Context: an optimization exercise on an open-source flow, tuned for small area. The choices shown serve that exercise and are no tape-out recipe.
RTL that was checked went through simulation tests only; none was proved equivalent to the original.
Power figures rest on the tool's default switching activity, not on a simulated workload. The clock port is modelled as an ideal driver; clocking choices that lean on that would not hold on a real chip.

== JK ==
==> flow/design.v (excerpt) <==
module max_pooling2x2 
	#(	parameter DATA_WIDTH = 32,
		parameter IMAGE_WIDTH = 28)
	(	clk,
		rst_n,
		i_valid,
		i_data,
		o_data,
		o_valid
	);
input 							clk;
input 							rst_n;
input 							i_valid;
input 	[DATA_WIDTH-1:0] 	i_data;
output 	[DATA_WIDTH-1:0] 	o_data;
output 							o_valid;
localparam NB = IMAGE_WIDTH/2;
wire col_odd, row_odd;
lines_buffer_maxpool #(.IMAGE_WIDTH(IMAGE_WIDTH)) Position (
	.clk(clk), .rst_n(rst_n), .i_valid(i_valid),
	.col_odd(col_odd), .row_odd(row_odd), .o_valid(o_valid));
reg  [DATA_WIDTH-1:0] R [0:NB-1];
wire use_tail = i_valid & ~col_odd;
wire [DATA_WIDTH-1:0] na;    
wire take;                   
max_fp_2input #(.DATA_WIDTH(DATA_WIDTH)) Max (take, R[0], R[NB-1], ~use_tail, use_tail, i_data, na);
wire take_v = i_valid & (take | ~(col_odd | row_odd));
wire [DATA_WIDTH-1:0] next0;
wire shift = use_tail;
wire [DATA_WIDTH-1:0] next [1:NB-1];
genvar k, j;
generate
	for (k = 0; k < DATA_WIDTH; k = k + 1) begin : in_sel
		load_cell Sel (.na(na[k]), .d(i_data[k]), .t1(take_v), .t2(take_v), .y(next0[k]));
	end
	for (j = 1; j < NB; j = j + 1) begin : chain
		for (k = 0; k < DATA_WIDTH; k = k + 1) begin : bits
			mux2_cell Hold (.a0(R[j][k]), .a1(R[j-1][k]), .s0(~shift), .s1(shift), .y(next[j][k]));
		end
	end
endgenerate
always @(posedge clk)
	R[0] <= next0;
generate
	for (j = 1; j < NB; j = j + 1) begin : regs
		always @(posedge clk)
			R[j] <= next[j];
	end
endgenerate
assign o_data = R[0];
endmodule
Size: roughly 990 cells after synthesis, roughly 14000 µm² of cells after synthesis.
export LEC_CHECK = 0
export CAP_MARGIN = 0
export CORE_MARGIN = 2
export CORE_UTILIZATION = 70
export PLACE_DENSITY = 0.85
export SLEW_MARGIN = 0
export SYNTH_HIERARCHICAL = 1
export SYNTH_MINIMUM_KEEP_SIZE = 0
create_clock -name core_clock -period 30.0 [get_ports {clk}]
standard.sh (not shown) runs the stock make flow with config.mk's settings and CLKGATE_MAP_FILE= SYNTH_SCRIPT=/design/flow/synth_recipe.tcl, a recipe that flattens the netlist after the stock synthesis.
==> flow/flow/run.sh <==
#!/bin/bash
# Own layout flow: the standard synthesis, then every combinational cell
# set to its smallest drive strength (placement repair sizes up what needs
# it), then the standard layout with minimum-size port buffers and a
# clock tree built from fewer, larger clusters.
set -euo pipefail
LIB=$FLOW_HOME/platforms/$FLOW_PLATFORM/lib/sky130_fd_sc_hd__tt_025C_1v80.lib
RES=orfs/results/$FLOW_PLATFORM/max_pooling2x2/base

bash standard.sh synth > synth.log 2>&1
python3 flow/downsize.py "$LIB" $RES/1_2_yosys.v > downsize.log 2>&1

export BUFFER_PORTS_ARGS="-buffer_cell sky130_fd_sc_hd__buf_1"
export CTS_ARGS="-sink_clustering_enable -repair_clock_nets -sink_clustering_max_diameter 100 -buf_list sky130_fd_sc_hd__buf_12 -sink_clustering_buffer sky130_fd_sc_hd__buf_12 -tree_buf sky130_fd_sc_hd__clkbuf_4 -root_buf sky130_fd_sc_hd__clkbuf_4 -dont_use_dummy_load -sink_clustering_size 30"
bash standard.sh finish > layout.log 2>&1
Other scripts of this flow, unchanged in this note and not shown: flow/flow/downsize.py
The following lists how MS was set up differently from JK:
--- a/flow/flow/run.sh
+++ b/flow/flow/run.sh
@@ -13,3 +13,3 @@
 export BUFFER_PORTS_ARGS="-buffer_cell sky130_fd_sc_hd__buf_1"
-export CTS_ARGS="-sink_clustering_enable -repair_clock_nets -sink_clustering_max_diameter 100 -buf_list sky130_fd_sc_hd__buf_12 -sink_clustering_buffer sky130_fd_sc_hd__buf_12 -tree_buf sky130_fd_sc_hd__clkbuf_4 -root_buf sky130_fd_sc_hd__clkbuf_4 -dont_use_dummy_load -sink_clustering_size 30"
+export CTS_ARGS="-sink_clustering_enable -repair_clock_nets -tree_buf sky130_fd_sc_hd__clkbuf_4 -root_buf sky130_fd_sc_hd__clkbuf_4 -dont_use_dummy_load -buf_list sky130_fd_sc_hd__buf_12 -sink_clustering_buffer sky130_fd_sc_hd__buf_12 -sink_clustering_size 32 -sink_clustering_max_diameter 100"
 bash standard.sh finish > layout.log 2>&1
Findings:
The final layout from MS, which completed every stage, passed the timing, design-rule and antenna checks at the end of the flow.
MS ends up with lower worst setup slack than JK does.
There was hardly any difference in final area between MS and JK.
Switching power on MS is ahead of JK.
Compared MS against JK; post-route clock period utilization within noise.
Edits applied to the flow inputs when going from MS to AL:
# MS
export LEC_CHECK = 0
export CAP_MARGIN = 0
export CORE_MARGIN = 2
export CORE_UTILIZATION = 70
export PLACE_DENSITY = 0.85
export SLEW_MARGIN = 0
export SYNTH_HIERARCHICAL = 1
export SYNTH_MINIMUM_KEEP_SIZE = 0
create_clock -name core_clock -period 30.0 [get_ports {clk}]
# AL
export LEC_CHECK = 0
export CAP_MARGIN = 0
export CORE_MARGIN = 2
export CORE_UTILIZATION = 85
export SLEW_MARGIN = 0
export SYNTH_HIERARCHICAL = 1
export SYNTH_MINIMUM_KEEP_SIZE = 0
create_clock -name core_clock -period 30.0 [get_ports {clk}]
--- a/flow/flow/run.sh
+++ b/flow/flow/run.sh
@@ -13,3 +13,3 @@
 export BUFFER_PORTS_ARGS="-buffer_cell sky130_fd_sc_hd__buf_1"
-export CTS_ARGS="-sink_clustering_enable -repair_clock_nets -tree_buf sky130_fd_sc_hd__clkbuf_4 -root_buf sky130_fd_sc_hd__clkbuf_4 -dont_use_dummy_load -buf_list sky130_fd_sc_hd__buf_12 -sink_clustering_buffer sky130_fd_sc_hd__buf_12 -sink_clustering_size 32 -sink_clustering_max_diameter 100"
+export CTS_ARGS="-sink_clustering_enable -repair_clock_nets -sink_clustering_max_diameter 100 -buf_list sky130_fd_sc_hd__buf_12 -sink_clustering_buffer sky130_fd_sc_hd__buf_12 -tree_buf sky130_fd_sc_hd__clkbuf_4 -root_buf sky130_fd_sc_hd__clkbuf_4 -dont_use_dummy_load -sink_clustering_size 30"
 bash standard.sh finish > layout.log 2>&1
[summary]
AL finished every stage and its layout cleared the timing, design-rule and antenna checks.
Changes observed in AL relative to MS: sequential share of layout area grew by 0.16 points, final area held steady, total count of hold-check failures in the final report now sits at about the same level.
#### Input delta (TR over AL)
# AL
export LEC_CHECK = 0
export CAP_MARGIN = 0
export CORE_MARGIN = 2
export CORE_UTILIZATION = 85
export SLEW_MARGIN = 0
export SYNTH_HIERARCHICAL = 1
export SYNTH_MINIMUM_KEEP_SIZE = 0
create_clock -name core_clock -period 30.0 [get_ports {clk}]
# TR
export LEC_CHECK = 0
export CAP_MARGIN = 0
export CORE_MARGIN = 2
export CORE_UTILIZATION = 70
export PLACE_DENSITY = 0.85
export SLEW_MARGIN = 0
export SYNTH_HIERARCHICAL = 1
export SYNTH_MINIMUM_KEEP_SIZE = 0
create_clock -name core_clock -period 30.0 [get_ports {clk}]
--- a/flow/flow/run.sh
+++ b/flow/flow/run.sh
@@ -13,3 +13,3 @@
 export BUFFER_PORTS_ARGS="-buffer_cell sky130_fd_sc_hd__buf_1"
-export CTS_ARGS="-sink_clustering_enable -repair_clock_nets -sink_clustering_max_diameter 100 -buf_list sky130_fd_sc_hd__buf_12 -sink_clustering_buffer sky130_fd_sc_hd__buf_12 -tree_buf sky130_fd_sc_hd__clkbuf_4 -root_buf sky130_fd_sc_hd__clkbuf_4 -dont_use_dummy_load -sink_clustering_size 30"
+export CTS_ARGS="-sink_clustering_enable -repair_clock_nets -tree_buf sky130_fd_sc_hd__clkbuf_4 -root_buf sky130_fd_sc_hd__clkbuf_4 -dont_use_dummy_load -buf_list sky130_fd_sc_hd__buf_12 -sink_clustering_buffer sky130_fd_sc_hd__buf_12 -sink_clustering_size 32 -sink_clustering_max_diameter 70"
 bash standard.sh finish > layout.log 2>&1
==> summary.txt <==
TR consumes less power than AL does.
The worst-path cell with the longest stage delay comes out inv_8 in one run and o21a_2 in the other, namely in TR and AL respectively.
TR gives more layout-stage area growth over the synthesis result than AL did.
Looking at final critical-path setup slack, TR sits above AL.
Between TR and AL, the relative contribution of the clock network to total power does not differ in any meaningful way.
Going from AL to TR, the endpoint required time on the critical path was found to have gone up by 30 ps.
The final reports for TR and AL show switching power lower in the former.
Re number of clock buffers in the layout: TR and AL aren't equal, and the higher value belongs to AL.
Here is what was changed in the inputs of PW compared with TR.
# TR
export LEC_CHECK = 0
export CAP_MARGIN = 0
export CORE_MARGIN = 2
export CORE_UTILIZATION = 70
export PLACE_DENSITY = 0.85
export SLEW_MARGIN = 0
export SYNTH_HIERARCHICAL = 1
export SYNTH_MINIMUM_KEEP_SIZE = 0
create_clock -name core_clock -period 30.0 [get_ports {clk}]
# PW
export LEC_CHECK = 0
export CAP_MARGIN = 0
export CORE_MARGIN = 2
export CORE_UTILIZATION = 70
export SLEW_MARGIN = 0
export SYNTH_HIERARCHICAL = 1
export SYNTH_MINIMUM_KEEP_SIZE = 0
create_clock -name core_clock -period 30.0 [get_ports {clk}]
--- a/flow/flow/run.sh
+++ b/flow/flow/run.sh
@@ -13,3 +13,3 @@
 export BUFFER_PORTS_ARGS="-buffer_cell sky130_fd_sc_hd__buf_1"
-export CTS_ARGS="-sink_clustering_enable -repair_clock_nets -tree_buf sky130_fd_sc_hd__clkbuf_4 -root_buf sky130_fd_sc_hd__clkbuf_4 -dont_use_dummy_load -buf_list sky130_fd_sc_hd__buf_12 -sink_clustering_buffer sky130_fd_sc_hd__buf_12 -sink_clustering_size 32 -sink_clustering_max_diameter 70"
+export CTS_ARGS="-sink_clustering_enable -repair_clock_nets -sink_clustering_size 30 -sink_clustering_max_diameter 100 -buf_list sky130_fd_sc_hd__buf_12 -sink_clustering_buffer sky130_fd_sc_hd__buf_12 -tree_buf sky130_fd_sc_hd__clkbuf_4 -root_buf sky130_fd_sc_hd__clkbuf_4 -dont_use_dummy_load"
 bash standard.sh finish > layout.log 2>&1
Findings:
TR -> PW: design area flat. Compared with TR, PW shows a lower met2 track demand over resource in global routing. | number of antenna violations at the first check in global routing | lower: TR |. PW vs TR: share of the clock period used by the worst path after layout up. Global routing usage on met3 across TR and PW: no real change. Final design utilization delta (TR -> PW): insignificant. Compared with TR, top achievable clock speed in PW decreased by a few percent. Compare TR and PW | via-per-instance ratio lower: PW. Overall power across TR and PW: no real change. PW gives more clock buffer count from CTS than TR did. Global-route usage delta for PW relative to TR: 1.1 points lower.

---

max_pooling2x2, a different RTL version from the one above (not shown whole).
Size: about 68 I/O pins, about 15000 um2 of cells after synthesis.
export LEC_CHECK = 0
export CAP_MARGIN = 0
export CORE_MARGIN = 2
export CORE_UTILIZATION = 70
export SLEW_MARGIN = 0
export SYNTH_HIERARCHICAL = 1
export SYNTH_MINIMUM_KEEP_SIZE = 0
create_clock -name core_clock -period 30.0 [get_ports {clk}]
==> flow/flow/run.sh <==
#!/bin/bash
# Own layout flow: the standard synthesis, then every combinational cell
# set to its smallest drive strength (placement repair sizes up what needs
# it), then the standard layout with minimum-size port buffers and a
# clock tree built from fewer, larger clusters.
set -euo pipefail
LIB=$FLOW_HOME/platforms/$FLOW_PLATFORM/lib/sky130_fd_sc_hd__tt_025C_1v80.lib
RES=orfs/results/$FLOW_PLATFORM/max_pooling2x2/base

bash standard.sh synth > synth.log 2>&1
python3 flow/downsize.py "$LIB" $RES/1_2_yosys.v > downsize.log 2>&1

export BUFFER_PORTS_ARGS="-buffer_cell sky130_fd_sc_hd__buf_1"
export CTS_ARGS="-sink_clustering_enable -repair_clock_nets -sink_clustering_size 30 -sink_clustering_max_diameter 100 -buf_list sky130_fd_sc_hd__clkbuf_16 -dont_use_dummy_load"
bash standard.sh finish > layout.log 2>&1
Other scripts of this flow, unchanged in this note and not shown: flow/flow/downsize.py
==> next run, changes <==
--- a/flow/flow/run.sh
+++ b/flow/flow/run.sh
@@ -13,3 +13,3 @@
 export BUFFER_PORTS_ARGS="-buffer_cell sky130_fd_sc_hd__buf_1"
-export CTS_ARGS="-sink_clustering_enable -repair_clock_nets -sink_clustering_size 30 -sink_clustering_max_diameter 100 -buf_list sky130_fd_sc_hd__clkbuf_16 -dont_use_dummy_load"
+export CTS_ARGS="-sink_clustering_enable -repair_clock_nets -sink_clustering_size 30 -sink_clustering_max_diameter 100 -buf_list sky130_fd_sc_hd__buf_12 -sink_clustering_buffer sky130_fd_sc_hd__buf_12 -tree_buf sky130_fd_sc_hd__clkbuf_4 -root_buf sky130_fd_sc_hd__clkbuf_4 -dont_use_dummy_load"
 bash standard.sh finish > layout.log 2>&1
Outcome:
- The changed run passed the timing, design-rule and antenna checks
- sequential power is about the same
- sequential cell count is unchanged
- register-to-register slack stays flat
- routed wire length is about the same
- design area drops by 0.80%
- worst setup slack is better by 0.18 ns
- fmax increases by 0.97%
- via count is higher by about 0.4%
- clock power drops by 8.7%
- utilization went down by 0.61 points
- global-route usage barely changes
==> next run, changes <==
--- a/flow/flow/run.sh
+++ b/flow/flow/run.sh
@@ -13,3 +13,3 @@
 export BUFFER_PORTS_ARGS="-buffer_cell sky130_fd_sc_hd__buf_1"
-export CTS_ARGS="-sink_clustering_enable -repair_clock_nets -sink_clustering_size 30 -sink_clustering_max_diameter 100 -buf_list sky130_fd_sc_hd__buf_12 -sink_clustering_buffer sky130_fd_sc_hd__buf_12 -tree_buf sky130_fd_sc_hd__clkbuf_4 -root_buf sky130_fd_sc_hd__clkbuf_4 -dont_use_dummy_load"
+export CTS_ARGS="-sink_clustering_enable -repair_clock_nets -sink_clustering_size 33 -sink_clustering_max_diameter 100 -buf_list sky130_fd_sc_hd__clkbuf_16 -sink_clustering_buffer sky130_fd_sc_hd__clkbuf_16 -tree_buf sky130_fd_sc_hd__clkbuf_4 -root_buf sky130_fd_sc_hd__clkbuf_4 -dont_use_dummy_load"
 bash standard.sh finish > layout.log 2>&1
Settings changed: CAP_MARGIN 0 to 20, SLEW_MARGIN 0 to 20.
Effect: Total power does not change; first-iteration DRC count is higher by a quarter to a third; final area is higher slightly; worst setup slack loses 0.069 ns.
No functional check of the RTL was part of any run of this note.

---

before:
max_pooling2x2 again, from the RTL that the note above started with.
clock: 30.0 ns
lec_check: 0
cap_margin: 0
core_margin: 2
core_utilization: 70
slew_margin: 0
synth_hierarchical: 1
synth_minimum_keep_size: 0
==> flow/flow/run.sh <==
#!/bin/bash
# Own layout flow: the standard synthesis, then every combinational cell
# set to its smallest drive strength (placement repair sizes up what needs
# it), then the standard layout with minimum-size port buffers and a
# clock tree built from fewer, larger clusters.
set -euo pipefail
LIB=$FLOW_HOME/platforms/$FLOW_PLATFORM/lib/sky130_fd_sc_hd__tt_025C_1v80.lib
RES=orfs/results/$FLOW_PLATFORM/max_pooling2x2/base

bash standard.sh synth > synth.log 2>&1
python3 flow/downsize.py "$LIB" $RES/1_2_yosys.v > downsize.log 2>&1

export BUFFER_PORTS_ARGS="-buffer_cell sky130_fd_sc_hd__buf_1"
export CTS_ARGS="-sink_clustering_enable -repair_clock_nets -sink_clustering_size 30 -sink_clustering_max_diameter 100 -buf_list sky130_fd_sc_hd__clkbuf_16 -sink_clustering_buffer sky130_fd_sc_hd__clkbuf_16 -tree_buf sky130_fd_sc_hd__clkbuf_4 -root_buf sky130_fd_sc_hd__clkbuf_4 -dont_use_dummy_load"
bash standard.sh finish > layout.log 2>&1
Other scripts of this flow, unchanged in this note and not shown: flow/flow/downsize.py
before completed every stage of the flow, and the final layout passed the timing, design-rule and antenna checks.
Setup changes, before to after
Settings: CAP_MARGIN now 20, was 0; SLEW_MARGIN now 20, was 0.
--- a/flow/flow/run.sh
+++ b/flow/flow/run.sh
@@ -14 +14 @@
-export CTS_ARGS="-sink_clustering_enable -repair_clock_nets -sink_clustering_size 30 -sink_clustering_max_diameter 100 -buf_list sky130_fd_sc_hd__clkbuf_16 -sink_clustering_buffer sky130_fd_sc_hd__clkbuf_16 -tree_buf sky130_fd_sc_hd__clkbuf_4 -root_buf sky130_fd_sc_hd__clkbuf_4 -dont_use_dummy_load"
+export CTS_ARGS="-sink_clustering_enable -repair_clock_nets -sink_clustering_size 30 -sink_clustering_max_diameter 100 -buf_list sky130_fd_sc_hd__clkbuf_16 -dont_use_dummy_load"
### Flow results
- Each of the runs, namely after and before, reached the end of the flow and came out clean.
- Looking at after and before, the wire length of the first global-routing pass is a wash.
- before → after: worst path setup slack after routing -0.27 ns, cell count ~0 delta.
- Share of power burned in the clock network (lower): before
- after ends up with a data required time at the worst endpoint that is 0.20 ns lower than in before.
Function was not checked in any run of this note: the RTL went through the layout flow alone.

afterwards: timing with drivers on the ports:
How much do the figures lean on ideal ports? The routed layouts below were timed once more, with nothing changed but the port constraints.
Step 1 sets driving cells, clkbuf_16 on the clock port and buf_2 on the other inputs (assumed; they add their load-dependent delay and slew).
Step 2 times the ports against the registers' clock, not the clock port: input delays grow and output delays shrink by t, the midpoint of the rising clock arrivals with the driver on.
Three values: ideal ports, drivers, drivers and shift; two values: the first two.
run	t (ns)	setup WS [ns]	hold WS [ns]
JK	0.721	10.825 / 10.840 / 10.119	0.416 / 0.416 / 0.416
MS	0.708	10.808 / 10.822 / 10.115	0.412 / 0.412 / 0.412
AL	0.756	9.420 / 9.432 / 8.677	0.426 / 0.426 / 0.426
TR	0.709	10.807 / 10.820 / 10.111	0.450 / 0.450 / 0.450
PW	0.707	10.186 / 10.208 / 9.501	0.418 / 0.418 / 0.418
the first run of note 2	0.539	11.229 / 11.229 / 10.690	0.356 / 0.356 / 0.356
the second run of note 2	0.728	11.409 / 11.397 / 10.669	0.356 / 0.356 / 0.356
the third run of note 2	0.721	11.341 / 11.334 / 10.613	0.357 / 0.357 / 0.357
before	0.739	11.446 / 11.434 / 10.695	0.359 / 0.359 / 0.359
after	0.541	11.174 / 11.174 / 10.633	0.356 / 0.356 / 0.356
After both steps setup and hold are still met in every run listed. For before, which loses most, drivers alone change the setup slack by -0.012 ns; drivers and shift together by -0.751 ns.
